This is an optimization exercise on Yosys and OpenROAD, whose aim is small area, a short achievable clock period and few clock cycles per item, not a production implementation.
RTL that was checked went through simulation tests only; none was proved equivalent to the original.
The RTL of run 1 was laid out without a check of its function.
No activity file was given, so power comes from the tool's default toggle rates.

==> flow/design.v, too long to show whole: its modules and the start of the top module <==
// module DelayAndSum_dp: 11221 lines
// module DelayAndSum_fa: 3 lines
// module DelayAndSum_ha: 3 lines
// module DelayAndSum: 284 lines
// module DelayAndSum_ofifo: 29 lines
// module DelayAndSum_weights: 242 lines
module DelayAndSum (
        ap_clk,
        ap_rst_n,
        in1_real_TVALID,
        in1_imag_TVALID,
        in2_real_TVALID,
        in2_imag_TVALID,
        in3_real_TVALID,
        in3_imag_TVALID,
        in4_real_TVALID,
        in4_imag_TVALID,
        out_real_TREADY,
        out_imag_TREADY,
        in1_real_TDATA,
        in1_real_TREADY,
        in1_imag_TDATA,
        in1_imag_TREADY,
        in2_real_TDATA,
        in2_real_TREADY,
        in2_imag_TDATA,
        in2_imag_TREADY,
        in3_real_TDATA,
        in3_real_TREADY,
        in3_imag_TDATA,
        in3_imag_TREADY,
        in4_real_TDATA,
        in4_real_TREADY,
        in4_imag_TDATA,
        in4_imag_TREADY,
        out_real_TDATA,
        out_real_TVALID,
        out_real_TLAST,
        out_imag_TDATA,
        out_imag_TVALID,
        out_imag_TLAST,
        s_axi_control_AWVALID,
        s_axi_control_AWREADY,
        s_axi_control_AWADDR,
        s_axi_control_WVALID,
        s_axi_control_WREADY,
        s_axi_control_WDATA,
        s_axi_control_WSTRB,
        s_axi_control_ARVALID,
        s_axi_control_ARREADY,
        s_axi_control_ARADDR,
        s_axi_control_RVALID,
        s_axi_control_RREADY,
        s_axi_control_RDATA,
        s_axi_control_RRESP,
        s_axi_control_BVALID,
        s_axi_control_BREADY,
        s_axi_control_BRESP,
        interrupt
);
  // ...
==> flow/flow/run.sh <==
#!/bin/bash
set -uo pipefail
MARGIN=${MARGIN:-9.6}
bash standard.sh SETUP_SLACK_MARGIN=$MARGIN finish > standard_flow.log 2>&1
status=$?
exit $status
==> flow/standard.sh <==
#!/bin/bash
# synth_recipe.tcl (not shown) runs the flow's synth.tcl, then flattens the netlist and writes it again
# the make line also repeats each setting of config.mk as NAME=value (left out here)
make -C /OpenROAD-flow-scripts/flow DESIGN_CONFIG=/design/flow/config.mk WORK_HOME=/design/flow/orfs CLKGATE_MAP_FILE= SYNTH_SCRIPT=/design/flow/synth_recipe.tcl "${@:-finish}"
==> flow/config.mk <==
export PLATFORM = sky130hd
export DESIGN_NAME = DelayAndSum
export DESIGN_NICKNAME = DelayAndSum
export VERILOG_FILES = /design/flow/design.v
export SDC_FILE = /design/flow/constraint.sdc
export NUM_CORES = 8
export LEC_CHECK = 0
export CAP_MARGIN = 20
export CORE_MARGIN = 2
export CORE_UTILIZATION = 30
export PLACE_DENSITY = 0.4
export SLEW_MARGIN = 20
export SYNTH_HIERARCHICAL = 1
==> flow/constraint.sdc <==
create_clock -name core_clock -period 14.0 [get_ports {ap_clk}]
set_input_delay 2.8000 -clock core_clock [delete_from_list [all_inputs] [get_ports {ap_clk}]]
set_output_delay 2.8000 -clock core_clock [all_outputs]
set_load 0.01 [all_outputs]
==> impl_results.md, run 1 <==
- Hold violation count in the final report: 0
- Area contributors post-synth: sky130_fd_sc_hd__fa_1, sky130_fd_sc_hd__xnor2_1, sky130_fd_sc_hd__edfxtp_1
- Min-delay worst type: reg2reg
- Max-cap violations: 0
- Final Cell Area: 171000 um2
- Net switching fraction of the power: roughly 46%
- DRT Wirelength: 805000 um
- Wire length of the first global-routing pass: approximately 1100000 um
- Setup repair after global routing missed its margin: true
- Count of nets left with antenna violations after detail routing: 0
- Mux share of post-synthesis cell area: 2.05%
- Number of instances in the synthesized netlist: between 10000 and 15000
- Post-layout total power: slightly above 30000 uW
- Synth top area share: about 28%
- H-tree depth: 4
- Power in sequential cells: 6280 uW
- Number of stages on the worst hold path: 0
- Post-layout nets: 16500
- Clock buffers and inverters, area share: 3.92%
- Clock network fraction of design power: approximately 18%
- Status: timing/DRC/antenna clean
- Chip width: 710 um
- Number of enable flip-flop cells after synthesis: between 600 and 700
- Static leakage: 0.0605 uW
- Cell family contributing the most delay on the critical path: compound AO/OA/AOI/OAI gates
- Post-Synth Simple-Gate Area: 6.57%
- Classification of the worst setup path: reg2reg
- Met3 Track Usage GR: 11.0%
==> module DelayAndSum_weights, before the edit <==
module DelayAndSum_weights (input clk, input rst, input started, input wr_phi, input wr_fc,
    input [19:0] phi, input [31:0] fc, input [31:0] x0, input [31:0] x1, input [31:0] x2, input [31:0] x3,
    output wr, output [1:0] wk, output [29:0] w, output reg ready);
reg signed [69:0] acc;
reg signed [66:0] mc;
reg        [31:0] d;
reg        [4:0]  mcnt;
reg        [2:0]  mst;
reg        [1:0]  mk;         
reg               fcv;        
reg               fcreq;      
reg               aseq;       
localparam M_IDLE = 3'd0, M_FC = 3'd1, M_A = 3'd3, M_P = 3'd4, M_WH = 3'd5;
reg b_one, b_two, b_neg;
function [2:0] booth_dig(input [2:0] t);    
    booth_dig = {t[1] ^ t[0], (t[2] & ~t[1] & ~t[0]) | (~t[2] & t[1] & t[0]), t[2]};
endfunction
wire [2:0] dg_step = booth_dig(d[3:1]);
wire signed [69:0] mcx = mc;
wire [69:0] ppm = b_one ? mcx : (b_two ? {mcx[68:0], 1'b0} : 70'd0);
wire [69:0] msum = acc + (ppm ^ {70{b_neg}}) + {69'd0, b_neg};
wire mlast = (mcnt == 5'd0);
reg signed [21:0] X, Y, Z;
reg        [4:0]  it;
reg        [1:0]  cst;        
reg               cmode;      
reg        [1:0]  kq;
reg               sg;
reg               ocv;        
reg        [18:0] oc_r;
reg               phreq, phreq_d;   
reg        [1:0]  ck;         
reg        [2:0]  ndone;
localparam C_IDLE = 2'd0, C_IT = 2'd1, C_FIX = 2'd2;
reg [21:0] at;
always @(*) begin
    case ({cmode, it})
        6'd0: at = 22'd411774;
        6'd1: at = 22'd243084;
        6'd2: at = 22'd128439;
        6'd3: at = 22'd65197;
        6'd4: at = 22'd32725;
        6'd5: at = 22'd16378;
        6'd6: at = 22'd8191;
        6'd7: at = 22'd4095;
        6'd8: at = 22'd2047;
        6'd9: at = 22'd1023;
        6'd10: at = 22'd511;
        6'd11: at = 22'd255;
        6'd12: at = 22'd127;
        6'd13: at = 22'd63;
        6'd14: at = 22'd31;
        6'd15: at = 22'd15;
        6'd16: at = 22'd7;
        6'd17: at = 22'd3;
        6'd18: at = 22'd1;
        6'd19: at = 22'd0;
        6'd32: at = 22'd102943;
        6'd33: at = 22'd60771;
        6'd34: at = 22'd32109;
        6'd35: at = 22'd16299;
        6'd36: at = 22'd8181;
        6'd37: at = 22'd4094;
        6'd38: at = 22'd2047;
        6'd39: at = 22'd1023;
        6'd40: at = 22'd511;
        6'd41: at = 22'd255;
        6'd42: at = 22'd127;
        6'd43: at = 22'd63;
        6'd44: at = 22'd31;
        6'd45: at = 22'd15;
        6'd46: at = 22'd7;
        6'd47: at = 22'd3;
        6'd48: at = 22'd1;
        default: at = 22'd0;
    endcase
end
wire zneg = Z[21];
reg [3:0] slo;
reg [4:0] shi;
reg signed [21:0] xq, yq, xs, ys;
integer sj, sl;
always @(*) begin
    for (sj = 0; sj < 22; sj = sj + 1) begin
        xq[sj] = 1'b0; yq[sj] = 1'b0;
        for (sl = 0; sl < 4; sl = sl + 1) begin
            xq[sj] = xq[sj] | (slo[sl] & X[(sj + sl > 21) ? 21 : sj + sl]);
            yq[sj] = yq[sj] | (slo[sl] & Y[(sj + sl > 21) ? 21 : sj + sl]);
        end
    end
    for (sj = 0; sj < 22; sj = sj + 1) begin
        xs[sj] = 1'b0; ys[sj] = 1'b0;
        for (sl = 0; sl < 5; sl = sl + 1) begin
            xs[sj] = xs[sj] | (shi[sl] & xq[(sj + 4*sl > 21) ? 21 : sj + 4*sl]);
            ys[sj] = ys[sj] | (shi[sl] & yq[(sj + 4*sl > 21) ? 21 : sj + 4*sl]);
        end
    end
end
wire clast = cmode ? (it == 5'd16) : (it == 5'd19);
wire signed [19:0] phs = phi;
wire        p_pos0 = phs > 0;
wire [19:0] p_abs0 = p_pos0 ? phi : (20'd0 - phi);
reg  [17:0] p_abs;            
reg  [1:0]  p_k;
always @(posedge clk) begin
    p_abs <= p_abs0[17:0];
    p_k   <= {1'b0, p_abs0 >= 20'd205888} + {1'b0, p_abs0 >= 20'd411775};
end
wire [21:0] p_p    = {p_abs, 4'd0} + (p_k[1] ? 22'd1800212 : (p_k[0] ? 22'd900106 : 22'd0));
wire [21:0] p_sub  = 22'd1647099 - {1'b0, p_p[21:1]};
wire [21:0] p_z    = p_k[0] ? {p_sub[21], p_sub[21:1]} : {2'b00, p_p[21:2]};
wire [17:0] t_th   = acc[52:35];
wire signed [17:0] ths = t_th;
wire        t_pos0 = ths > 0;
wire [17:0] t_abs0 = t_pos0 ? t_th : (18'd0 - t_th);
reg  [14:0] t_abs;            
reg  [2:0]  t_k;
reg         t_pos, trv;
reg  [19:0] t_kc;
always @(*) begin
    case (t_k)
        3'd1: t_kc = 20'd225027;
        3'd2: t_kc = 20'd450054;
        3'd3: t_kc = 20'd675081;
        3'd4: t_kc = 20'd900108;
        3'd5: t_kc = 20'd76559;    
        default: t_kc = 20'd0;
    endcase
end
wire [19:0] t_p    = {t_abs, 5'd0} + t_kc;
wire [19:0] t_sub  = 20'd411774 - {1'b0, t_p[19:1]};
wire [21:0] t_z    = t_k[0] ? {{3{t_sub[19]}}, t_sub[19:1]} : {4'b0000, t_p[19:2]};
wire       qc = (kq == 2'd1) | (kq == 2'd2);      
wire       qs = kq[1];                            
wire [18:0] oc = (X[20:2] ^ {19{qc}}) + {18'd0, qc & (X[1:0] == 2'd0)};
wire [14:0] cw = (X[17:3] ^ {15{qc}}) + {14'd0, qc & (X[2:0] == 3'd0)};
wire [14:0] sw = (Y[17:3] ^ {15{qs ^ ~sg}}) + {14'd0, (qs & (Y[2:0] == 3'd0)) ^ ~sg};
wire cfree = (cst == C_IDLE) | ((cst == C_FIX) & cmode);
wire hand  = (mst == M_WH) & trv & cfree & ~phreq_d;
wire phgo  = phreq_d;         
assign wr = (cst == C_FIX) & cmode;
assign wk = ck;
assign w  = {sw, cw};
reg [31:0] xsel;
always @(*) begin
    case (mk)
        2'd0: xsel = x1;
        2'd1: xsel = x2;
        2'd2: xsel = x3;
        default: xsel = x0;
    endcase
end
reg [17:0] t_abs1;
reg        trv1;
always @(posedge clk) begin
    trv1 <= 1'b0; trv <= 1'b0;
    if (mst == M_WH) begin
        t_abs1 <= t_abs0;
        t_pos  <= t_pos0;
        trv1   <= ~hand;
        t_abs  <= t_abs1[14:0];
        t_k    <= {2'b0, t_abs1 >= 18'd25736} + {2'b0, t_abs1 >= 18'd51472} + {2'b0, t_abs1 >= 18'd77208}
                + {2'b0, t_abs1 >= 18'd102944} + {2'b0, t_abs1 >= 18'd128680};
        trv    <= trv1 & ~hand;
    end
end
always @(posedge clk) begin
    if (rst) begin
        mst <= M_IDLE; cst <= C_IDLE; ocv <= 1'b0; fcv <= 1'b0; aseq <= 1'b0; ready <= 1'b0; ndone <= 3'd0;
        phreq <= 1'b1; phreq_d <= 1'b0; fcreq <= 1'b1;
    end else begin
        case (mst)
            M_FC, M_A, M_P: begin
                acc <= {msum[69], msum[69], msum[69:2]};
                d <= {msum[1:0], d[31:2]};
                {b_one, b_two, b_neg} <= dg_step;
                mcnt <= mcnt - 5'd1;
                if (mlast) begin
                    if (mst == M_FC) begin
                        mc <= {{17{msum[31]}}, msum[31:2], msum[1:0], d[31:14]};
                        fcv <= 1'b1; mst <= M_IDLE;
                    end else if (mst == M_A) begin
                        mc <= {msum[48:2], msum[1:0], d[31:14]};
                        acc <= 70'd0; d <= x0; {b_one, b_two, b_neg} <= booth_dig({x0[1:0], 1'b0}); mcnt <= 5'd15; mst <= M_P; mk <= 2'd0;
                    end else mst <= M_WH;
                end
            end
            M_IDLE: if (started & ocv & fcv & ~aseq & ~fcreq) begin
                aseq <= 1'b1;
                acc <= 70'd0; d <= {{13{oc_r[18]}}, oc_r}; {b_one, b_two, b_neg} <= booth_dig({oc_r[1:0], 1'b0}); mcnt <= 5'd9; mst <= M_A;
            end
            M_WH: if (hand) begin
                if (mk == 2'd3) mst <= M_IDLE;
                else begin
                    acc <= 70'd0; d <= xsel; {b_one, b_two, b_neg} <= booth_dig({xsel[1:0], 1'b0}); mcnt <= 5'd15; mst <= M_P; mk <= mk + 2'd1;
                end
            end
            default: ;
        endcase
        if (fcreq & ~aseq) begin
            fcreq <= 1'b0;
            mc <= {{35{fc[31]}}, fc}; d <= 32'd90015; acc <= 70'd0; {b_one, b_two, b_neg} <= booth_dig(3'b110); mcnt <= 5'd9; mst <= M_FC;
        end
        if (wr_fc) begin fcreq <= 1'b1; fcv <= 1'b0; end
        case (cst)
            C_IT: if (clast) cst <= C_FIX;
            C_FIX: begin
                cst <= C_IDLE;
                if (~cmode) begin
                    if (~phreq & ~phreq_d) begin ocv <= 1'b1; oc_r <= oc; end
                end else begin
                    ndone <= ndone + 3'd1;
                    if (ndone == 3'd3) ready <= 1'b1;
                end
            end
            default: ;
        endcase
        if (hand) begin
            cmode <= 1'b1; kq <= t_k[1:0]; sg <= t_pos; ck <= mk; cst <= C_IT;
        end
        phreq_d <= phreq;
        phreq <= 1'b0;
        if (phgo) begin
            cmode <= 1'b0; kq <= p_k; sg <= 1'b1; cst <= C_IT;
        end
        if (wr_phi) begin phreq <= 1'b1; phreq_d <= 1'b0; ocv <= 1'b0; end
    end
end
always @(posedge clk) begin
    if (hand) begin
        X <= 22'sd79593; Y <= 22'sd0; Z <= t_z; it <= 5'd0; slo <= 4'b0001; shi <= 5'b00001;
    end else if (phgo) begin
        X <= 22'sd318375; Y <= 22'sd0; Z <= p_z; it <= 5'd0; slo <= 4'b0001; shi <= 5'b00001;
    end else begin
        if (zneg) begin X <= X + ys; Y <= Y - xs; Z <= Z + $signed(at); end
        else      begin X <= X - ys; Y <= Y + xs; Z <= Z - $signed(at); end
        it <= it + 5'd1;
        slo <= {slo[2:0], slo[3]};
        if (slo[3]) shi <= {shi[3:0], shi[4]};
    end
end
endmodule
==> inputs of run 2 (changes only) <==
--- a/flow/design.v
+++ b/flow/design.v
@@ -11619,24 +11619,14 @@
 wire zneg = Z[21];
 reg [3:0] slo;
 reg [4:0] shi;
-reg signed [21:0] xq, yq, xs, ys;
-integer sj, sl;
-always @(*) begin
-    for (sj = 0; sj < 22; sj = sj + 1) begin
-        xq[sj] = 1'b0; yq[sj] = 1'b0;
-        for (sl = 0; sl < 4; sl = sl + 1) begin
-            xq[sj] = xq[sj] | (slo[sl] & X[(sj + sl > 21) ? 21 : sj + sl]);
-            yq[sj] = yq[sj] | (slo[sl] & Y[(sj + sl > 21) ? 21 : sj + sl]);
-        end
-    end
-    for (sj = 0; sj < 22; sj = sj + 1) begin
-        xs[sj] = 1'b0; ys[sj] = 1'b0;
-        for (sl = 0; sl < 5; sl = sl + 1) begin
-            xs[sj] = xs[sj] | (shi[sl] & xq[(sj + 4*sl > 21) ? 21 : sj + 4*sl]);
-            ys[sj] = ys[sj] | (shi[sl] & yq[(sj + 4*sl > 21) ? 21 : sj + 4*sl]);
-        end
-    end
-end
+wire signed [21:0] xq, yq, xs, ys;
+genvar gj;
+generate for (gj = 0; gj < 22; gj = gj + 1) begin : g_shift
+    DelayAndSum_ao4 uxq (.s(slo), .d({X[(gj+3 > 21) ? 21 : gj+3], X[(gj+2 > 21) ? 21 : gj+2], X[(gj+1 > 21) ? 21 : gj+1], X[gj]}), .y(xq[gj]));
+    DelayAndSum_ao4 uyq (.s(slo), .d({Y[(gj+3 > 21) ? 21 : gj+3], Y[(gj+2 > 21) ? 21 : gj+2], Y[(gj+1 > 21) ? 21 : gj+1], Y[gj]}), .y(yq[gj]));
+    DelayAndSum_ao5 uxs (.s(shi), .d({xq[(gj+16 > 21) ? 21 : gj+16], xq[(gj+12 > 21) ? 21 : gj+12], xq[(gj+8 > 21) ? 21 : gj+8], xq[(gj+4 > 21) ? 21 : gj+4], xq[gj]}), .y(xs[gj]));
+    DelayAndSum_ao5 uys (.s(shi), .d({yq[(gj+16 > 21) ? 21 : gj+16], yq[(gj+12 > 21) ? 21 : gj+12], yq[(gj+8 > 21) ? 21 : gj+8], yq[(gj+4 > 21) ? 21 : gj+4], yq[gj]}), .y(ys[gj]));
+end endgenerate
 wire clast = cmode ? (it == 5'd16) : (it == 5'd19);
 wire signed [19:0] phs = phi;
 wire        p_pos0 = phs > 0;
@@ -11767,17 +11757,52 @@
         if (wr_phi) begin phreq <= 1'b1; phreq_d <= 1'b0; ocv <= 1'b0; end
     end
 end
+wire [21:0] xn, yn, zn;
+DelayAndSum_add22 axn (.a(X), .b(ys ^ {22{~zneg}}), .ci(~zneg), .s(xn));
+DelayAndSum_add22 ayn (.a(Y), .b(xs ^ {22{zneg}}), .ci(zneg), .s(yn));
+DelayAndSum_add22 azn (.a(Z), .b(at ^ {22{~zneg}}), .ci(~zneg), .s(zn));
 always @(posedge clk) begin
     if (hand) begin
         X <= 22'sd79593; Y <= 22'sd0; Z <= t_z; it <= 5'd0; slo <= 4'b0001; shi <= 5'b00001;
     end else if (phgo) begin
         X <= 22'sd318375; Y <= 22'sd0; Z <= p_z; it <= 5'd0; slo <= 4'b0001; shi <= 5'b00001;
     end else begin
-        if (zneg) begin X <= X + ys; Y <= Y - xs; Z <= Z + $signed(at); end
-        else      begin X <= X - ys; Y <= Y + xs; Z <= Z - $signed(at); end
+        X <= xn; Y <= yn; Z <= zn;
         it <= it + 5'd1;
         slo <= {slo[2:0], slo[3]};
         if (slo[3]) shi <= {shi[3:0], shi[4]};
     end
 end
 endmodule
+module DelayAndSum_ao4 (input [3:0] s, input [3:0] d, output y);
+    assign y = (s[0] & d[0]) | (s[1] & d[1]) | (s[2] & d[2]) | (s[3] & d[3]);
+endmodule
+module DelayAndSum_ao5 (input [4:0] s, input [4:0] d, output y);
+    assign y = (s[0] & d[0]) | (s[1] & d[1]) | (s[2] & d[2]) | (s[3] & d[3]) | (s[4] & d[4]);
+endmodule
+module DelayAndSum_add22 (input [21:0] a, input [21:0] b, input ci, output [21:0] s);
+    wire [21:0] p0 = a ^ b;
+    wire [21:0] g0 = (a & b) | {21'd0, p0[0] & ci};    
+    wire [21:0] g1, p1, g2, p2, g3, p3, g4, p4, g5;
+    genvar i;
+    generate for (i = 0; i < 22; i = i + 1) begin : lv
+        if (i >= 1)  begin : a1 DelayAndSum_pg c (.gh(g0[i]), .ph(p0[i]), .gl(g0[i-1]),  .pl(p0[i-1]),  .g(g1[i]), .p(p1[i])); end
+        else         begin : b1 assign g1[i] = g0[i]; assign p1[i] = p0[i]; end
+        if (i >= 2)  begin : a2 DelayAndSum_pg c (.gh(g1[i]), .ph(p1[i]), .gl(g1[i-2]),  .pl(p1[i-2]),  .g(g2[i]), .p(p2[i])); end
+        else         begin : b2 assign g2[i] = g1[i]; assign p2[i] = p1[i]; end
+        if (i >= 4)  begin : a3 DelayAndSum_pg c (.gh(g2[i]), .ph(p2[i]), .gl(g2[i-4]),  .pl(p2[i-4]),  .g(g3[i]), .p(p3[i])); end
+        else         begin : b3 assign g3[i] = g2[i]; assign p3[i] = p2[i]; end
+        if (i >= 8)  begin : a4 DelayAndSum_pg c (.gh(g3[i]), .ph(p3[i]), .gl(g3[i-8]),  .pl(p3[i-8]),  .g(g4[i]), .p(p4[i])); end
+        else         begin : b4 assign g4[i] = g3[i]; assign p4[i] = p3[i]; end
+        if (i >= 16) begin : a5 DelayAndSum_g  c (.gh(g4[i]), .ph(p4[i]), .gl(g4[i-16]), .g(g5[i])); end
+        else         begin : b5 assign g5[i] = g4[i]; end
+    end endgenerate
+    assign s = p0 ^ {g5[20:0], ci};
+endmodule
+module DelayAndSum_pg (input gh, input ph, input gl, input pl, output g, output p);
+    assign g = gh | (ph & gl);
+    assign p = ph & pl;
+endmodule
+module DelayAndSum_g (input gh, input ph, input gl, output g);
+    assign g = gh | (ph & gl);
+endmodule
==> run 2 against run 1 <==
Effect of this change:
- count of clock-buffer cells in the layout grew 3
- highest routed layer unchanged
- clock power barely moved
- via count barely moved
- maximum frequency increased by 3.9%
- clock skew up 0.019 ns
- setup slack gained 0.17 ns
- critical path type unchanged
- cell area is 1.1% lower
- core utilization decreased by 0.42 points
- power is essentially flat
- global-route usage fell by 0.35 points
==> impl_results.md, run 2 <==
- Floorplan row count: between 200 and 300
- Final critical-path required period: 4.46 ns
- Max-cap violations: 0 (unchanged)
- Routability Congestion: around 0.95
- Slowest stage delay, CP: 0.67 ns
- Die Outline Area: approximately 510000 um2
- Net switching fraction of the power: 45.9% (+0.41 points)
- Clock tree from TritonCTS: yes
- Slew Limit Fails: 0
- Wire length of the first global-routing pass: 1080000 um (about the same)
- Largest regs: xp x128, eng.acc x68, eng.mc x67
- Final setup violation count: 0
- Total power divided by cell area: between 150 and 200 nW/um2
- Number of port buffers: 271
- Initial core utilization: a little under a third
- Clock sink count: about 1500
- Clock root buffer master: sky130_fd_sc_hd__clkbuf_16
- Syn Std Cell Area: 150000 um2
- Number of instances in the synthesized netlist: 14100 (+0.13%)
- Worst-path cell with the longest stage delay: sky130_fd_sc_hd__edfxtp_1
- Per-instance average area after synthesis: 10.6 um2
- Flip-flop count of the largest register, all copies and words added: 128
- Slew of the pin with the lowest slew margin: approximately 1.2 ns
- Post-layout nets: 16400 (-0.45%)
- TNS Setup: 0 ns
- Most frequent standard cell in the layout excluding fill and tap cells: sky130_fd_sc_hd__xnor2_1
- Post-place instance area: 160000 um2
- TritonCTS buffer count: 199
- Final Cell Area: 169000 um2 (-1.1%)
- Clock buffer depth: 4
- Overflow after GRT: 0
- Fraction of layout instances using a drive strength above 1: approximately 9.9%
- Via Count: 125000
- Cell family contributing the most delay on the critical path: adder cells
- I/O pin count: 281
- Static leakage: 0.0610 uW (+0.78%)
- Min-delay worst type: reg2reg
- Fillcell total: 50700
- Final core utilization: around a third
- Cell-by-cell trace of the critical path: buf_8, a22oi_1, xnor2_1, fa_1, fa_1, fa_1, fa_1, fa_1
- Launching instance or port of the critical path: xp[0][1]$_DFFE_PP_
- Endpoint arrival time on the critical path: around 5.2 ns
- Detailed Routing Iterations Pass 1: 10
- Setup repair after global routing missed its margin: true
- Buf+Inv Stages, Crit Path: 1
- Area growth from synthesis to final layout: 13.0%
- Hold violation count in the final report: 0 (unchanged)
- Clock transition at the register clock pins on the worst setup and hold paths after CTS: 0.06 ns
- HPWL reported at the end of detailed placement: around 530000 um
- Sequential Power Share: 20.7%
- Placeable core region: about 500000 um2
- DRC violation total after the first TritonRoute iteration: 15600
- Maximum VDD drop: 0.556 mV
- Kind of capture point of the worst setup path: flip-flop
- Net switching power: 13900 uW
- H-tree depth: 4 (unchanged)
- Hold buffers post-CTS: 0
- Reg2Reg Launch Point: xp[0][1]$_DFFE_PP_
- Chip width: 711 um (about the same)
- Antenna violations before repair: 105
- Status: timing/DRC/antenna clean
- Via-per-instance ratio: 6.02
- Nature of the critical path startpoint: flip-flop
- Worst relative slew slack: 20.3%
- Largest fanout of any net on the critical path: 32
- Post-route DRC: 0
- Data required time of the critical path: 14.75 ns
- Post-route clock skew: 0.122 ns
- Internal power summed over all cells: 16400 uW
- Maximum number of pins on one net before global-route repair: a little under 70
- Synthesis warning total: 10
- Vert. Die Dim: 711 um
- Final period util: 31.9%
- Total track usage: between 30% and 40%
- Portion of total power attributed to combinational logic: 61.6%
- Average wire length per cell after detail routing: 38.5 um
- CP most frequent cell: sky130_fd_sc_hd__fa_1
- Register containing the most flip-flops in the final layout: xp
- HP Start: l1$_DFF_P_
- Vias in the first global route: 126000
- DRT Wirelength: 799000 um (-0.75%)
- Most frequent cells in the layout: sky130_fd_sc_hd__xnor2_1, sky130_fd_sc_hd__a22oi_1, sky130_fd_sc_hd__fa_1
- Classification of the worst setup path: reg2reg
- Count of nets left with antenna violations after detail routing: 0 (unchanged)
- Maximum clock frequency: approximately 220 MHz
- Clock network fraction of design power: 17.8% (about the same)
- Clock latency (worst-skew pair): 0.99 ns
-- run 2: metrics by stage --
step	hold WS, ns	instances	worst slack (ns)	total power (uW)
floorplan	0.310	14100	8.44	17100
global placement	0.312	20200	7.83	24500
detailed placement	0.318	20200	7.90	24400
CTS	0.334	20600	9.57	30100
global route	0.360	20700	9.41	32100
finish	0.346	20800	9.54	30300
-- run 2: routing by layer --
metal	up-vias	wire length [um]	part of all wire, %	global-route usage (%)
met5	-	586	0.073	0.0660
met4	52	59900	7.5	18.7
met3	3063	82800	10	9.73
met2	8177	354000	44	47.8
met1	64500	302000	38	37.1
li1	49300	-	-	-
-- run 2: final cells by class --
cell class / count / area [um2] / share of cell area, %
multi-input combinational: 11100 / 110000 / 64.7
sequential: 1463 / 35600 / 21.0
tap: 6655 / 8330 / 4.91
timing repair buffer: 824 / 7930 / 4.68
clock buffer: 267 / 5700 / 3.36
clock inverter: 99 / 1030 / 0.609
inverter: 230 / 942 / 0.556
antenna: 122 / 305 / 0.180
-- run 2: power groups by stage --
| stage | logic, uW | clock network (uW) | registers (uW) |
|---|---|---|---|
| after floorplan | 11100 | 0 | 6060 |
| after global placement | 18100 | 0 | 6340 |
| after detailed placement | 18100 | 0 | 6350 |
| after CTS | 18300 | 5510 | 6250 |
| after global routing | 20100 | 5650 | 6340 |
| final | 18600 | 5380 | 6250 |
-- run 2: worst register-to-register path: stages (launching register included) --
cell and delay [ns]:
sky130_fd_sc_hd__edfxtp_1 0.67, sky130_fd_sc_hd__buf_8 0.43, sky130_fd_sc_hd__a22oi_1 0.34, sky130_fd_sc_hd__xnor2_1 0.19
sky130_fd_sc_hd__fa_1 0.42, sky130_fd_sc_hd__fa_1 0.50, sky130_fd_sc_hd__fa_1 0.59, sky130_fd_sc_hd__fa_1 0.56
sky130_fd_sc_hd__fa_1 0.54
-- run 2: final timing paths --
kind                            to  slack [ns]  depth (start not counted)
setup / recovery  dp.r1999$_DFF_P_        9.54                          8
hold / removal          l2$_DFF_P_        0.35                          0
setup reg to reg  dp.r1999$_DFF_P_        9.54                          8
hold reg to reg         l2$_DFF_P_        0.35                          0
-- run 2: timing repair --
| action | 4_1_cts | 5_1_grt |
|---|---|---|
| resized for setup | 407 | 268 |
| endpoints found under the setup margin | 687 | 343 |
| gates cloned | 4 | 2 |
| setup buffers | 67 | 35 |
| pin swaps | 22 | 53 |
Testbench counts of run 2, summed over its fixed seeds: cycles 9,316, items 8,192.
==> inputs of run 3 (changes only) <==
--- a/flow/design.v
+++ b/flow/design.v
@@ -11667,8 +11667,10 @@
 wire [14:0] cw = (X[17:3] ^ {15{qc}}) + {14'd0, qc & (X[2:0] == 3'd0)};
 wire [14:0] sw = (Y[17:3] ^ {15{qs ^ ~sg}}) + {14'd0, (qs & (Y[2:0] == 3'd0)) ^ ~sg};
 wire cfree = (cst == C_IDLE) | ((cst == C_FIX) & cmode);
-wire hand  = (mst == M_WH) & trv & cfree & ~phreq_d;
+wire hand  = rr_full & trv & cfree & ~phreq_d;
 wire phgo  = phreq_d;         
+wire oc_fix = (cst == C_FIX) & ~cmode & ~phreq & ~phreq_d;    
+wire [18:0] oc_a = ocv ? oc_r : oc;
 assign wr = (cst == C_FIX) & cmode;
 assign wk = ck;
 assign w  = {sw, cw};
@@ -11682,18 +11684,22 @@
     endcase
 end
 reg [17:0] t_abs1;
-reg        trv1;
+reg        rr_full;
+reg  [1:0] rk;                
+wire       rr_cap = (mst == M_WH) & ~rr_full;
 always @(posedge clk) begin
-    trv1 <= 1'b0; trv <= 1'b0;
-    if (mst == M_WH) begin
+    if (rr_cap) begin
         t_abs1 <= t_abs0;
         t_pos  <= t_pos0;
-        trv1   <= ~hand;
-        t_abs  <= t_abs1[14:0];
-        t_k    <= {2'b0, t_abs1 >= 18'd25736} + {2'b0, t_abs1 >= 18'd51472} + {2'b0, t_abs1 >= 18'd77208}
-                + {2'b0, t_abs1 >= 18'd102944} + {2'b0, t_abs1 >= 18'd128680};
-        trv    <= trv1 & ~hand;
+        rk     <= mk;
     end
+    t_abs  <= t_abs1[14:0];
+    t_k    <= {2'b0, t_abs1 >= 18'd25736} + {2'b0, t_abs1 >= 18'd51472} + {2'b0, t_abs1 >= 18'd77208}
+            + {2'b0, t_abs1 >= 18'd102944} + {2'b0, t_abs1 >= 18'd128680};
+    trv    <= rr_full;
+    if (rst) rr_full <= 1'b0;
+    else if (rr_cap) rr_full <= 1'b1;
+    else if (hand) rr_full <= 1'b0;
 end
 always @(posedge clk) begin
     if (rst) begin
@@ -11716,11 +11722,11 @@
                     end else mst <= M_WH;
                 end
             end
-            M_IDLE: if (started & ocv & fcv & ~aseq & ~fcreq) begin
+            M_IDLE: if (started & (ocv | oc_fix) & fcv & ~aseq & ~fcreq) begin
                 aseq <= 1'b1;
-                acc <= 70'd0; d <= {{13{oc_r[18]}}, oc_r}; {b_one, b_two, b_neg} <= booth_dig({oc_r[1:0], 1'b0}); mcnt <= 5'd9; mst <= M_A;
+                acc <= 70'd0; d <= {{13{oc_a[18]}}, oc_a}; {b_one, b_two, b_neg} <= booth_dig({oc_a[1:0], 1'b0}); mcnt <= 5'd9; mst <= M_A;
             end
-            M_WH: if (hand) begin
+            M_WH: if (rr_cap) begin
                 if (mk == 2'd3) mst <= M_IDLE;
                 else begin
                     acc <= 70'd0; d <= xsel; {b_one, b_two, b_neg} <= booth_dig({xsel[1:0], 1'b0}); mcnt <= 5'd15; mst <= M_P; mk <= mk + 2'd1;
@@ -11747,7 +11753,7 @@
             default: ;
         endcase
         if (hand) begin
-            cmode <= 1'b1; kq <= t_k[1:0]; sg <= t_pos; ck <= mk; cst <= C_IT;
+            cmode <= 1'b1; kq <= t_k[1:0]; sg <= t_pos; ck <= rk; cst <= C_IT;
         end
         phreq_d <= phreq;
         phreq <= 1'b0;
--- a/flow/config.mk
+++ b/flow/config.mk
@@ -7,7 +7,7 @@
 export LEC_CHECK = 0
 export CAP_MARGIN = 20
 export CORE_MARGIN = 2
-export CORE_UTILIZATION = 30
-export PLACE_DENSITY = 0.4
+export CORE_UTILIZATION = 40
+export PLACE_DENSITY = 0.45
 export SLEW_MARGIN = 20
 export SYNTH_HIERARCHICAL = 1
==> run 3 against run 2 <==
Effect of this change:
- final cell count down 8.0%
- routed wire length fell by 0.53%
- clock power down 7.4%
- cell area down 1.5%
- die area fell by 25%
==> impl_results.md, run 3 <==
- Overflow after GRT: 0 (unchanged)
- H-tree depth: 4 (unchanged)
- Antenna violations before repair: 90 (-14%)
- Via-per-instance ratio: 6.79 (+13%)
- Vert. Die Dim: 617 um (-13%)
- Clock buffer depth: 4 (unchanged)
- Setup repair after global routing missed its margin: true
- TritonCTS buffer count: 187 (-6.0%)
- Endpoint arrival time on the critical path: 5.29 ns (+0.08 ns)
- Static leakage: 0.0606 uW (-0.53%)
- Final setup violation count: 0 (unchanged)
- Clock transition at the register clock pins on the worst setup and hold paths after CTS: 0.06 ns (about the same)
- Total track usage: 40.9% (+10 points)
- Clock tree from TritonCTS: yes
- Register-to-register setup slack: 9.52 ns (-0.02 ns)
- Maximum number of pins on one net before global-route repair: 69 (+1.5%)
- Chip width: 617 um (-13%)
- Capture instance of the worst register-to-register path: dp.r2052$_DFF_P_
- Number of placed instances, taps included: 18600 (-8.0%)
- Number of non-filler instances in the completed layout: 19100 (-8.0%)
- Most frequent cells in the layout: sky130_fd_sc_hd__xnor2_1, sky130_fd_sc_hd__fa_1, sky130_fd_sc_hd__a22oi_1
- Average wire length per cell after detail routing: 41.6 um (+8.1%)
- Count of nets left with antenna violations after detail routing: 0 (unchanged)
- Total power divided by cell area: 183 nW/um2 (+2.5%)
- Slew of the pin with the lowest slew margin: 1.20 ns (+0.00986 ns)
- Routability Congestion: 1.01 (+6.5%)
- Post-route DRC: 0 (unchanged)
- Number of stages on the worst hold path: 0 (unchanged)
- Synthesis warning total: 10 (unchanged)
- Most frequent standard cell in the layout excluding fill and tap cells: sky130_fd_sc_hd__xnor2_1
- Maximum VDD drop: 0.434 mV (-22%)
- Flip-flop count of the largest register, all copies and words added: 128 (unchanged)
- Number of port buffers: 271 (unchanged)
- TNS Setup: 0 ns (unchanged)
- DRC violation total after the first TritonRoute iteration: 18600 (+19%)
- Wire length of the first global-routing pass: 1080000 um (-0.29%)
- Worst relative slew slack: 19.7% (-0.54 points)
- Fillcell total: 35200 (-31%)
- Status: timing/DRC/antenna clean
- Max-cap violations: 0 (unchanged)
- Kind of capture point of the worst setup path: flip-flop
- Area growth from synthesis to final layout: 11.1%
- Per-instance average area after synthesis: 10.6 um2 (-0.16%)
- Min-delay worst type: reg2reg
- Final critical-path required period: 4.48 ns (+0.0235 ns)
- Detailed Routing Iterations Pass 1: 14 (+4)
- Die Outline Area: 380000 um2 (-25%)
- Final Cell Area: 167000 um2 (-1.5%)
- Largest regs: xp x128, eng.acc x68, eng.mc x67
- I/O pin count: 281 (unchanged)
- Syn Std Cell Area: 150000 um2 (+0.13%)
- Largest fanout of any net on the critical path: 13 (-59%)
- Hold violation count in the final report: 0 (unchanged)
- Maximum clock frequency: 223 MHz (-0.52%)
- Post-place instance area: 158000 um2 (-1.2%)
- Data required time of the critical path: 14.80 ns (+0.05 ns)
- Initial core utilization: 40.1% (+9.9 points)
- Post-layout nets: 16400 (+0.091%)
- Fraction of layout instances using a drive strength above 1: 9.58% (-0.29 points)
- Register containing the most flip-flops in the final layout: xp
- Number of instances in the synthesized netlist: 14200 (+0.28%)
- Reg2Reg Launch Point: xp[1][14]$_DFFE_PP_
- Clock latency (worst-skew pair): 0.98 ns (about the same)
- Hold buffers post-CTS: 0 (unchanged)
- Floorplan row count: 225 (-13%)
- Clock sink count: 1465 (+0.14%)
- Classification of the worst setup path: reg2reg
- Worst-case hold path end point: eng.t_abs[2]$_DFF_P_
- HPWL reported at the end of detailed placement: 525000 um (-1.3%)
- Placeable core region: 375000 um2 (-25%)
- DRT Wirelength: 795000 um (-0.53%)
- Final period util: 32.0% (+0.17 points)
- Post-route clock skew: 0.111 ns (-0.0111 ns)
- Slew Limit Fails: 0 (unchanged)
- Vias in the first global route: 131000 (+4.2%)
- Nature of the critical path startpoint: flip-flop
- Cell count of the worst reg-to-reg path: 9 (+1)
- HP Start: eng.t_abs1[2]$_DFFE_PP_
- Clock root buffer master: sky130_fd_sc_hd__clkbuf_16
- Via Count: 130000 (+3.7%)
-- run 3: how the worst max path moves through the flow --
stage	slack, ns	to	depth (start not counted)	start
after CTS	9.58	s_axi_control_WREADY	2	w_full$_SDFFE_PP0P_
after floorplan	8.44	eng.acc[0]$_SDFFCE_PP0P_	7	ap_rst_n
final	9.52	dp.r2052$_DFF_P_	9	xp[1][14]$_DFFE_PP_
after global routing	9.48	pcnt[8]$_SDFFE_PN0P_	14	pkt[8]$_SDFFE_PN0P_
after global placement	7.97	xp[0][24]$_DFFE_PP_	6	ap_rst_n
after detailed placement	7.99	xp[0][23]$_DFFE_PP_	6	ap_rst_n
-- run 3: repair_timing --
action	4_1_cts	5_1_grt
cloned	1	5
setup endpoints to repair	788	375
resized for setup	357	289
pin swaps	15	44
setup buffers	54	35
-- run 3: routing by layer --
| metal | track usage [%] | up-vias | wire (um) |
|---|---|---|---|
| li1 | - | 49400 | - |
| met1 | 47.3 | 65900 | 282000 |
| met2 | 60.5 | 10600 | 336000 |
| met3 | 17.4 | 3831 | 104000 |
| met4 | 28.9 | 49 | 71300 |
| met5 | 2.29 | - | 1530 |
-- run 3: critical path: stages, from the launching register on --
cell	delay, ns
sky130_fd_sc_hd__edfxtp_1	0.41
sky130_fd_sc_hd__buf_12	0.26
sky130_fd_sc_hd__buf_8	0.26
sky130_fd_sc_hd__o21ai_1	0.21
sky130_fd_sc_hd__xnor2_4	0.45
sky130_fd_sc_hd__fa_1	0.50
sky130_fd_sc_hd__fa_1	0.64
sky130_fd_sc_hd__fa_1	0.48
sky130_fd_sc_hd__fa_1	0.55
sky130_fd_sc_hd__fa_1	0.51
-- run 3: report_power, final --
| group | switching (uW) | internal [uW] | leakage [uW] |
|---|---|---|---|
| sequential | 684 | 5640 | 0.0129 |
| combinational | 11300 | 7880 | 0.0447 |
| clock | 2170 | 2810 | 0.00301 |
| total | 14200 | 16300 | 0.0606 |
-- run 3: cell type report --
cell class / instances / area (um2) / share of cell area, %
flip-flops and latches: 1465 / 35500 / 21.3
clock buffers: 253 / 5240 / 3.14
multi-input cells: 11200 / 110000 / 65.9
inverters: 222 / 930 / 0.557
diodes: 113 / 283 / 0.170
repair buffers: 811 / 7800 / 4.68
clock inverters: 91 / 896 / 0.537
well taps: 4994 / 6250 / 3.75
-- run 3: stage by stage --
step                total power, uW  hold slack [ns]  setup WS (ns)  util, %
floorplan                     17700            0.310           8.44        -
global placement              25100            0.327           7.97     42.1
detailed placement            25200            0.328           7.99     42.1
CTS                           30400            0.335           9.58     44.0
global route                  32400            0.346           9.48     44.5
finish                        30500            0.334           9.52     44.5
Testbench counts of run 3, summed over its fixed seeds: cycles 9,284, items 8,192.
==> inputs of run 4 (changes only) <==
--- a/flow/config.mk
+++ b/flow/config.mk
@@ -7,7 +7,9 @@
 export LEC_CHECK = 0
 export CAP_MARGIN = 20
 export CORE_MARGIN = 2
-export CORE_UTILIZATION = 40
-export PLACE_DENSITY = 0.45
+export CORE_UTILIZATION = 30
+export CTS_CLUSTER_DIAMETER = 100
+export CTS_CLUSTER_SIZE = 16
+export PLACE_DENSITY = 0.4
 export SLEW_MARGIN = 20
 export SYNTH_HIERARCHICAL = 1
==> run 4 against run 3 <==
Effect of this change:
- power shrank 3.8%
- maximum frequency is 0.25% higher
- clock power down 19%
- synthesized cell count unchanged
- critical endpoint is now dp.r1999$_DFF_P_
==> impl_results.md, run 4 <==
- Status: timing/DRC/antenna clean
- Clock network fraction of design power: 13.7% (-2.6 points)
- Max-cap violations: 0 (unchanged)
- Total power divided by cell area: 176 nW/um2 (-3.8%)
- H-tree depth: 4 (unchanged)
- Classification of the worst setup path: reg2reg
- Floorplan row count: 259 (+15%)
- Register containing the most flip-flops in the final layout: xp
- TritonCTS buffer count: 136 (-27%)
- Initial core utilization: 30.1% (-9.9 points)
- Vias in the first global route: 126000 (-3.8%)
- DRC violation total after the first TritonRoute iteration: 16100 (-13%)
- Worst-path cell with the longest stage delay: sky130_fd_sc_hd__fa_1
- Count of nets left with antenna violations after detail routing: 0 (unchanged)
- HPWL reported at the end of detailed placement: 533000 um (+1.5%)
- Internal power summed over all cells: 15500 uW (-5.4%)
- Antenna violations before repair: 133 (+48%)
- Cell family contributing the most delay on the critical path: adder cells
- TNS Setup: 0 ns (unchanged)
- Final setup violation count: 0 (unchanged)
- Largest fanout of any net on the critical path: 32 (+19)
- Area growth from synthesis to final layout: 11.1% (about the same)
- Endpoint arrival time on the critical path: 5.23 ns (-0.06 ns)
- Flip-flop count of the largest register, all copies and words added: 128 (unchanged)
- Clock latency (worst-skew pair): 0.95 ns (-0.03 ns)
- Overflow after GRT: 0 (unchanged)
- Via Count: 125000 (-3.4%)
- DRT Wirelength: 803000 um (+1.0%)
- Most frequent cells in the layout: sky130_fd_sc_hd__xnor2_1, sky130_fd_sc_hd__fa_1, sky130_fd_sc_hd__a22oi_1
- Total track usage: 30.9% (-10 points)
- Sequential Power Share: 21.4% (+0.7 points)
- Number of placed instances, taps included: 20200 (+9.0%)
- I/O pin count: 281 (unchanged)
- Syn Std Cell Area: 150000 um2 (unchanged)
- Final period util: 32.0% (-0.079 points)
- Per-instance average area after synthesis: 10.6 um2 (unchanged)
- Post-route DRC: 0 (unchanged)
- Vert. Die Dim: 712 um (+15%)
- Data required time of the critical path: 14.75 ns (-0.05 ns)
- Via-per-instance ratio: 6.06 (-11%)
- Static leakage: 0.0598 uW (-1.3%)
- Portion of total power attributed to combinational logic: 64.9% (+1.9 points)
- Placeable core region: 498000 um2 (+33%)
- Buf+Inv Stages, Crit Path: 1 (-1)
- CP most frequent cell: sky130_fd_sc_hd__fa_1
- Slew of the pin with the lowest slew margin: 1.19 ns (-0.0187 ns)
- Cell-by-cell trace of the critical path: buf_8, a22oi_1, xnor2_1, fa_1, fa_1, fa_1, fa_1, fa_1
- Die Outline Area: 506000 um2 (+33%)
- Fraction of layout instances using a drive strength above 1: 8.55% (-1.0 points)
- Clock sink count: 1465 (unchanged)
- Number of non-filler instances in the completed layout: 20700 (+8.1%)
- Clock tree from TritonCTS: yes
- Hold violation count in the final report: 0 (unchanged)
- Nature of the critical path startpoint: flip-flop
- Chip width: 712 um (+15%)
- Detailed Routing Iterations Pass 1: 12 (-2)
- Largest regs: xp x128, eng.acc x68, eng.mc x67
- Routability Congestion: 0.972 (-3.5%)
- Min-delay worst type: reg2reg
- Post-layout nets: 16400 (-0.38%)
- Post-layout total power: 29400 uW (-3.8%)
- Synthesis warning total: 10 (unchanged)
- Maximum VDD drop: 0.602 mV (+39%)
- Average wire length per cell after detail routing: 38.9 um (-6.6%)
- Clock root buffer master: sky130_fd_sc_hd__clkbuf_16
- Number of port buffers: 271 (unchanged)
- Number of instances in the synthesized netlist: 14200 (unchanged)
- Post-route worst hold slack: 0.343 ns (+0.00941 ns)
- Clock transition at the register clock pins on the worst setup and hold paths after CTS: 0.08 ns (+0.02 ns)
- Setup repair after global routing missed its margin: true
- Final core utilization: 33.5% (-11 points)
- Slowest stage delay, CP: 0.72 ns (+0.08 ns)
- Maximum number of pins on one net before global-route repair: 77 (+12%)
- Net switching fraction of the power: 47.4% (+0.89 points)
- Wire length of the first global-routing pass: 1090000 um (+0.68%)
- Maximum clock frequency: 224 MHz (+0.25%)
- Worst relative slew slack: 21.0% (+1.2 points)
- Post-route clock skew: 0.0922 ns (-0.0185 ns)
- Clock buffer depth: 4 (unchanged)
- Slew Limit Fails: 0 (unchanged)
- Net switching power: 13900 uW (-1.9%)
- Most frequent standard cell in the layout excluding fill and tap cells: sky130_fd_sc_hd__xnor2_1
- Kind of capture point of the worst setup path: flip-flop
- Final critical-path required period: 4.47 ns (-0.0110 ns)
==> run 4: final cells by class <==
type                    count  area (um2)
multi-input cells       11200      110000
inverters                 222         915
well taps                6655        8330
clock buffers             191        3800
fillers                 50800      331000
clock inverters            49         559
flip-flops and latches   1465       35500
repair buffers            801        7730
diodes                    120         300
==> run 4: path summary, 6_finish.rpt <==
path                      startpoint                    to  slack [ns]  depth (start not counted)
min          eng.t_abs1[0]$_DFFE_PP_  eng.t_abs[0]$_DFF_P_        0.34                          0
min reg2reg  eng.t_abs1[0]$_DFFE_PP_  eng.t_abs[0]$_DFF_P_        0.34                          0
max reg2reg       xp[0][5]$_DFFE_PP_      dp.r1999$_DFF_P_        9.53                          8
max               xp[0][5]$_DFFE_PP_      dp.r1999$_DFF_P_        9.53                          8
==> run 4: through the flow <==
stage          cell area [um2]  setup slack [ns]
2_1_floorplan           150000              8.44
3_3_place_gp            160000              8.08
3_5_place_dp            160000              8.08
4_1_cts                 165000              9.54
5_1_grt                 167000              9.54
6_report                167000              9.53
==> run 4: layer usage <==
layer / share of wire (%) / track usage (%) / vias up
li1: - / - / 49200
met1: 37 / 36.6 / 64400
met2: 44 / 47.1 / 8465
met3: 11 / 11.4 / 3176
met4: 7.9 / 19.6 / 54
met5: 0.072 / 0.358 / -
==> run 4: timing repair <==
item / 4_1_cts / 5_1_grt
setup buffers: 39 / 35
cloned: 5 / 1
setup endpoints to repair: 711 / 481
resized for setup: 317 / 280
hold endpoints to repair: 0 / 0
hold buffers: 0 / 0
pin swaps: 14 / 30
==> run 4: power groups by stage <==
stage	clock [uW]	combinational (uW)	sequential [uW]
2_1_floorplan	0	11500	6110
3_3_place_gp	0	18800	6390
3_5_place_dp	0	18700	6400
4_1_cts	4150	18900	6300
5_1_grt	4270	20900	6380
6_report	4020	19100	6290
==> inputs of run 5 (changes only) <==
--- a/flow/config.mk
+++ b/flow/config.mk
@@ -8,8 +8,9 @@
 export CAP_MARGIN = 20
 export CORE_MARGIN = 2
 export CORE_UTILIZATION = 30
-export CTS_CLUSTER_DIAMETER = 100
+export CTS_CLUSTER_DIAMETER = 150
 export CTS_CLUSTER_SIZE = 16
 export PLACE_DENSITY = 0.4
 export SLEW_MARGIN = 20
 export SYNTH_HIERARCHICAL = 1
+export TNS_END_PERCENT = 10
==> run 5 against run 4 <==
Effect of this change:
- still clean on timing, DRC and antenna
- via count is essentially flat
- clock skew grew 0.084 ns
- final cell count shrank 0.30%
- register-to-register slack lost 0.19 ns
- routed wire length shrank 0.39%
- sequential cell count is the same
- synthesized cell count is the same
- cell area shrank 0.88%
- worst hold slack lost 0.013 ns
==> impl_results.md, run 5 <==
- Largest fanout of any net on the critical path: 33 (+3.1%)
- Per-instance average area after synthesis: 10.6 um2 (unchanged)
- Register containing the most flip-flops in the final layout: xp
- Syn Std Cell Area: 150000 um2 (unchanged)
- Cell-by-cell trace of the critical path: clkbuf_8, a22oi_1, xnor2_1, fa_1, fa_1, fa_1, fa_1, fa_1
- Area growth from synthesis to final layout: 10.1%
- CP most frequent cell: sky130_fd_sc_hd__fa_1
- Die Outline Area: 506000 um2 (unchanged)
- Placeable core region: 498000 um2 (unchanged)
- Hold violation count in the final report: 0 (unchanged)
- Antenna violations before repair: 147 (+11%)
- Worst-path cell with the longest stage delay: sky130_fd_sc_hd__fa_1
- Kind of capture point of the worst setup path: flip-flop
- H-tree depth: 3 (-1)
- Flip-flop count of the largest register, all copies and words added: 128 (unchanged)
- Static leakage: 0.0591 uW (-1.3%)
- Number of instances in the synthesized netlist: 14200 (unchanged)
- Max-cap violations: 0 (unchanged)
- Data required time of the critical path: 14.73 ns (-0.02 ns)
- DRT Wirelength: 800000 um (-0.39%)
- Total track usage: 30.7% (-0.18 points)
- Chip width: 712 um (unchanged)
- Total power divided by cell area: 175 nW/um2 (-0.77%)
- Slowest stage delay, CP: 0.71 ns (about the same)
- Endpoint arrival time on the critical path: 5.39 ns (+0.16 ns)
- Slew of the pin with the lowest slew margin: 1.21 ns (+0.0252 ns)
- Nature of the critical path startpoint: flip-flop
- Buf+Inv Stages, Crit Path: 1 (unchanged)
- DRC violation total after the first TritonRoute iteration: 16700 (+3.5%)
- Maximum clock frequency: 215 MHz (-4.0%)
- Post-route clock skew: 0.176 ns (+0.0842 ns)
- Clock sink count: 1465 (unchanged)
- Cell family contributing the most delay on the critical path: adder cells
- TritonCTS buffer count: 113 (-17%)
- I/O pin count: 281 (unchanged)
- Setup repair after global routing missed its margin: true
- Fillcell total: 50800 (-0.077%)
- Vert. Die Dim: 712 um (unchanged)
- Register-to-register setup slack: 9.34 ns (-0.19 ns)
- Largest regs: xp x128, eng.acc x68, eng.mc x67
- Reg2Reg Launch Point: xp[0][2]$_DFFE_PP_
- Maximum number of pins on one net before global-route repair: 72 (-6.5%)
- Pre-CTS WS: 8.31 ns (+0.233 ns)
- Cell count of the worst reg-to-reg path: 8 (unchanged)
- Post-route DRC: 0 (unchanged)
- Final period util: 33.3% (+1.3 points)
- Count of nets left with antenna violations after detail routing: 0 (unchanged)
- Final critical-path required period: 4.66 ns (+0.187 ns)
- Most frequent standard cell in the layout excluding fill and tap cells: sky130_fd_sc_hd__xnor2_1
- TNS Setup: 0 ns (unchanged)
- Status: timing/DRC/antenna clean
- Clock tree from TritonCTS: yes
- HP Start: l1$_DFF_P_
- Post-layout nets: 16300 (-0.26%)
- Clock latency (worst-skew pair): 1.02 ns (+0.07 ns)
- Number of port buffers: 271 (unchanged)
- Detailed Routing Iterations Pass 1: 12 (unchanged)
- Via Count: 125000 (-0.043%)
- Number of stages on the worst hold path: 0 (unchanged)
- Clock buffer depth: 4 (unchanged)
- Post-route worst hold slack: 0.330 ns (-0.0132 ns)
- Final core utilization: 33.2% (-0.30 points)
- Via-per-instance ratio: 6.08 (+0.25%)
- Final setup violation count: 0 (unchanged)
- Worst relative slew slack: 19.3% (-1.7 points)
- Wire length of the first global-routing pass: 1080000 um (-0.46%)
- Smallest setup slack after layout: 9.34 ns (-0.187 ns)
- Floorplan row count: 259 (unchanged)
- Clock root buffer master: sky130_fd_sc_hd__clkbuf_16
- Min-delay worst type: reg2reg
- Routability Congestion: 0.962 (-1.1%)
- Slew Limit Fails: 0 (unchanged)
- Average wire length per cell after detail routing: 38.8 um (about the same)
- Vias in the first global route: 125000 (-0.59%)
- Capture instance of the worst register-to-register path: dp.r1983$_DFF_P_
- Overflow after GRT: 0 (unchanged)
- Initial core utilization: 30.1% (unchanged)
- Fraction of layout instances using a drive strength above 1: 7.73% (-0.82 points)
- Maximum VDD drop: 0.579 mV (-3.8%)
- Synthesis warning total: 10 (unchanged)
- Classification of the worst setup path: reg2reg
- Worst-case hold path end point: l2$_DFF_P_
- Clock transition at the register clock pins on the worst setup and hold paths after CTS: 0.08 ns (about the same)
- Most frequent cells in the layout: sky130_fd_sc_hd__xnor2_1, sky130_fd_sc_hd__fa_1, sky130_fd_sc_hd__a22oi_1
- HPWL reported at the end of detailed placement: 534000 um (+0.18%)
## run 5: how the worst max path moves through the flow
stage / slack, ns / cells past startpoint / start / end
after floorplan: 8.44 / 7 / ap_rst_n / eng.acc[0]$_SDFFCE_PP0P_
after global placement: 8.24 / 8 / out_real_TREADY / trdy[4]$_SDFF_PN0_
after CTS: 9.33 / 1 / fre.e0[14]$_DFF_P_ / out_real_TDATA[14]
final: 9.34 / 8 / xp[0][2]$_DFFE_PP_ / dp.r1983$_DFF_P_
after detailed placement: 8.31 / 8 / out_real_TREADY / trdy[4]$_SDFF_PN0_
after global routing: 9.30 / 8 / out_real_TREADY / trdy[7]$_SDFF_PN0_
## run 5: final cells by class
class	count	area (um2)	share of cell area (%)
Antenna cell	121	303	0.183
Clock buffer	179	3090	1.87
Clock inverter	18	213	0.129
Inverter	222	907	0.548
Multi-Input combinational cell	11200	110000	66.3
Sequential cell	1465	35500	21.5
Tap cell	6655	8330	5.03
Timing Repair Buffer	782	7490	4.53
## run 5: metal layers
metal / GRT usage (%) / up-vias / wire (um)
li1: - / 49100 / -
met1: 37.1 / 64500 / 301000
met2: 47.0 / 8581 / 351000
met3: 10.1 / 2968 / 86100
met4: 19.6 / 64 / 61500
met5: 0.283 / - / 445
## run 5: where the power goes
part	total [uW]	switching [uW]	internal, uW
registers	6290	655	5630
logic	19200	11300	7870
clock network	3390	1850	1550
total	28900	13800	15000
## run 5: worst register-to-register path: cells and delay by family (launching register included)
kind,cells,cell delay [ns]
adder cells (fa/ha/maj),5,2.73
XOR/XNOR,1,0.27
buffers and inverters,1,0.53
AO/OA/AOI/OAI,1,0.33
flip-flops,1,0.51
## run 5: metrics by stage
stage	instance area [um2]	total power [uW]	instances
floorplan	150000	17700	14200
global placement	160000	25200	20200
detailed placement	160000	25300	20200
CTS	164000	28900	20500
global route	165000	31000	20500
finish	165000	28900	20600
## run 5: what timing repair did
item / 4_1_cts / 5_1_grt
gates resized for setup: 232 / 236
hold buffers: 0 / 0
setup endpoints to repair: 662 / 632
pin swaps: 21 / 7
gates cloned: 1 / 4
buffers inserted: 38 / 20
==> inputs of run 6 (changes only) <==
--- a/flow/config.mk
+++ b/flow/config.mk
@@ -13,4 +13,3 @@
 export PLACE_DENSITY = 0.4
 export SLEW_MARGIN = 20
 export SYNTH_HIERARCHICAL = 1
-export TNS_END_PERCENT = 10
==> run 6 against run 5 <==
Effect of this change:
- sequential power is essentially flat
- critical path depth is the same
- largest power group unchanged
- non-clock buffer count grew 15
- maximum frequency grew 4.0%
- via count shrank 0.42%
- still clean on timing, DRC and antenna
- highest routed layer unchanged
- final cell count is essentially flat
- worst hold slack gained 0.0091 ns
- count of clock-buffer cells in the layout grew 3
- critical path type unchanged
- synthesized cell count is the same
==> impl_results.md, run 6 <==
- Fraction of layout instances using a drive strength above 1: 8.44% (+0.70 points)
- Vert. Die Dim: 712 um (unchanged)
- Via Count: 125000 (-0.42%)
- Clock buffer depth: 4 (unchanged)
- Maximum number of pins on one net before global-route repair: 77 (+6.9%)
- HPWL reported at the end of detailed placement: 533000 um (-0.18%)
- Sequential Power Share: 21.8% (about the same)
- H-tree depth: 3 (unchanged)
- Slew of the pin with the lowest slew margin: 1.19 ns (-0.0179 ns)
- Pre-CTS WS: 8.08 ns (-0.233 ns)
- Largest regs: xp x128, eng.acc x68, eng.mc x67
- Final critical-path required period: 4.48 ns (-0.181 ns)
- Total track usage: 30.8% (+0.12 points)
- Portion of total power attributed to combinational logic: 66.2% (-0.3 points)
- Clock root buffer master: sky130_fd_sc_hd__clkbuf_16
- Smallest setup slack after layout: 9.52 ns (+0.181 ns)
- Maximum clock frequency: 223 MHz (+4.0%)
- Hold buffers post-CTS: 0 (unchanged)
- Clock latency (worst-skew pair): 1.00 ns (-0.02 ns)
- Number of port buffers: 271 (unchanged)
- Net switching power: 13700 uW (-0.96%)
- Status: timing/DRC/antenna clean
- Wire length of the first global-routing pass: 1080000 um (+0.31%)
- Number of instances in the synthesized netlist: 14200 (unchanged)
- Internal power summed over all cells: 15100 uW (+0.32%)
- Synthesis warning total: 10 (unchanged)
- Flip-flop count of the largest register, all copies and words added: 128 (unchanged)
- Die Outline Area: 506000 um2 (unchanged)
- Setup repair after global routing missed its margin: true
- Net switching fraction of the power: 47.6% (-0.32 points)
- Post-layout nets: 16400 (+0.092%)
- Static leakage: 0.0593 uW (+0.49%)
- Final period util: 32.0% (-1.3 points)
- Slew Limit Fails: 0 (unchanged)
- Area growth from synthesis to final layout: 10.6%
- Chip width: 712 um (unchanged)
- Nature of the critical path startpoint: flip-flop
- Max-cap violations: 0 (unchanged)
- Most frequent standard cell in the layout excluding fill and tap cells: sky130_fd_sc_hd__xnor2_1
- DRT Wirelength: 803000 um (+0.43%)
- Count of nets left with antenna violations after detail routing: 0 (unchanged)
- Vias in the first global route: 126000 (+0.23%)
- Min-delay worst type: reg2reg
- Data required time of the critical path: 14.75 ns (+0.02 ns)
- Syn Std Cell Area: 150000 um2 (unchanged)
- Via-per-instance ratio: 6.05 (-0.44%)
- Overflow after GRT: 0 (unchanged)
- TNS Setup: 0 ns (unchanged)
- Post-layout total power: 28800 uW (-0.30%)
- Total power divided by cell area: 173 nW/um2 (-0.75%)
- Clock tree from TritonCTS: yes
- Hold violation count in the final report: 0 (unchanged)
- I/O pin count: 281 (unchanged)
- Register containing the most flip-flops in the final layout: xp
- Largest fanout of any net on the critical path: 23 (-30%)
- Initial core utilization: 30.1% (unchanged)
- Most frequent cells in the layout: sky130_fd_sc_hd__xnor2_1, sky130_fd_sc_hd__fa_1, sky130_fd_sc_hd__a22oi_1
- Clock transition at the register clock pins on the worst setup and hold paths after CTS: 0.08 ns (about the same)
- Classification of the worst setup path: reg2reg
- Endpoint arrival time on the critical path: 5.23 ns (-0.16 ns)
- Post-route clock skew: 0.141 ns (-0.0350 ns)
- Floorplan row count: 259 (unchanged)
- Placeable core region: 498000 um2 (unchanged)
- Clock sink count: 1465 (unchanged)
- Clock network fraction of design power: 12.0% (+0.2 points)
- Maximum VDD drop: 0.591 mV (+2.1%)
- TritonCTS buffer count: 113 (unchanged)
- Antenna violations before repair: 137 (-6.8%)
- Fillcell total: 50900 (+0.081%)
- Routability Congestion: 0.972 (+1.1%)
- Average wire length per cell after detail routing: 39.0 um (+0.41%)
- Worst relative slew slack: 20.5% (+1.2 points)
- Kind of capture point of the worst setup path: flip-flop
- Detailed Routing Iterations Pass 1: 9 (-3)
- Final setup violation count: 0 (unchanged)
- DRC violation total after the first TritonRoute iteration: 16200 (-2.7%)
- Per-instance average area after synthesis: 10.6 um2 (unchanged)
- Post-route DRC: 0 (unchanged)
## run 6: worst max-delay path: stages (launching register included)
cell and delay [ns]:
sky130_fd_sc_hd__edfxtp_1 0.34, sky130_fd_sc_hd__buf_4 0.45, sky130_fd_sc_hd__buf_6 0.46, sky130_fd_sc_hd__xnor2_1 0.19
sky130_fd_sc_hd__fa_1 0.65, sky130_fd_sc_hd__fa_1 0.48, sky130_fd_sc_hd__fa_1 0.58, sky130_fd_sc_hd__fa_1 0.47
sky130_fd_sc_hd__fa_1 0.54
## run 6: power groups by stage
stage,clock [uW],combinational (uW),sequential [uW]
after global placement,0,18800,6390
final,3460,19100,6290
after CTS,3580,18900,6290
after floorplan,0,11500,6110
after global routing,3690,20900,6370
after detailed placement,0,18700,6400
## run 6: timing repair
item | in CTS | in global routing
gates resized for setup | 431 | 282
buffers inserted | 43 | 25
pin swaps | 13 | 43
setup endpoints to repair | 678 | 401
gates cloned | 6 | 2
## run 6: layer usage
layer	routed length (um)	part of all wire (%)	GRT usage, %
met1	300000	37	36.8
met2	348000	43	47.2
met3	89600	11	11.0
met4	64400	8.0	19.5
met5	589	0.073	0.113
## run 6: area by class of cell
type	count	area, um2	area share, %
antenna	106	265	0.160
inverter	222	911	0.548
clock inverter	19	244	0.147
multi-input combinational	11200	110000	66.1
sequential	1465	35500	21.4
tap	6655	8330	5.01
clock buffer	182	3180	1.92
timing repair buffer	797	7900	4.75
## run 6: final timing paths
path | slack [ns] | cells after the start | endpoint | startpoint
setup / recovery | 9.52 | 8 | dp.r4376$_DFF_P_ | bneg[29]$_DFFE_PP_
hold / removal | 0.34 | 0 | l2$_DFF_P_ | l1$_DFF_P_
setup reg to reg | 9.52 | 8 | dp.r4376$_DFF_P_ | bneg[29]$_DFFE_PP_
hold reg to reg | 0.34 | 0 | l2$_DFF_P_ | l1$_DFF_P_
## run 6: stage by stage
stage | utilization [%] | area, um2 | hold WS [ns] | instances
after floorplan | - | 150000 | 0.310 | 14200
after global placement | 32.1 | 160000 | 0.318 | 20200
after detailed placement | 32.1 | 160000 | 0.329 | 20200
after CTS | 33.0 | 165000 | 0.346 | 20500
after global routing | 33.3 | 166000 | 0.356 | 20500
final | 33.4 | 166000 | 0.339 | 20600

## afterwards: timing with drivers on the ports
How much do the figures lean on ideal ports? The routed layouts below were timed once more, with nothing changed but the port constraints. Step 1 (the two cells are an assumption about what drives the block):
set clk [get_ports {ap_clk}]
set_driving_cell -lib_cell sky130_fd_sc_hd__clkbuf_16 $clk
set_driving_cell -lib_cell sky130_fd_sc_hd__buf_2 [delete_from_list [all_inputs] $clk]
Step 2 also shifts input and output timing later by t, the mid clock arrival at the registers, as if the neighbouring blocks saw the same clock. Slacks: ideal ports / drivers / drivers and shift; pairs: ideal ports / drivers.
run	t (ns)	setup slack, ns	worst setup path after step 2	latest minus earliest clock arrival (ns)	worst slew at a driven data input, ns
run 1	1.083	9.364 / 9.364 / 8.596	input to register	0.104 / 0.104	0.21
run 2	1.056	9.539 / 9.521 / 8.541	input to register	0.130 / 0.130	0.22
run 3	1.044	9.515 / 9.496 / 8.760	input to register	0.112 / 0.112	0.09
run 4	1.032	9.526 / 9.526 / 8.747	input to register	0.093 / 0.092	0.21
run 5	1.057	9.340 / 9.262 / 8.444	input to register	0.176 / 0.176	0.22
run 6	1.053	9.520 / 9.514 / 8.679	input to register	0.149 / 0.148	0.22
After both steps every run listed still meets setup and hold. The setup slack of run 2, which loses most, moves by -0.018 ns with the drivers and by -0.998 ns with both steps.
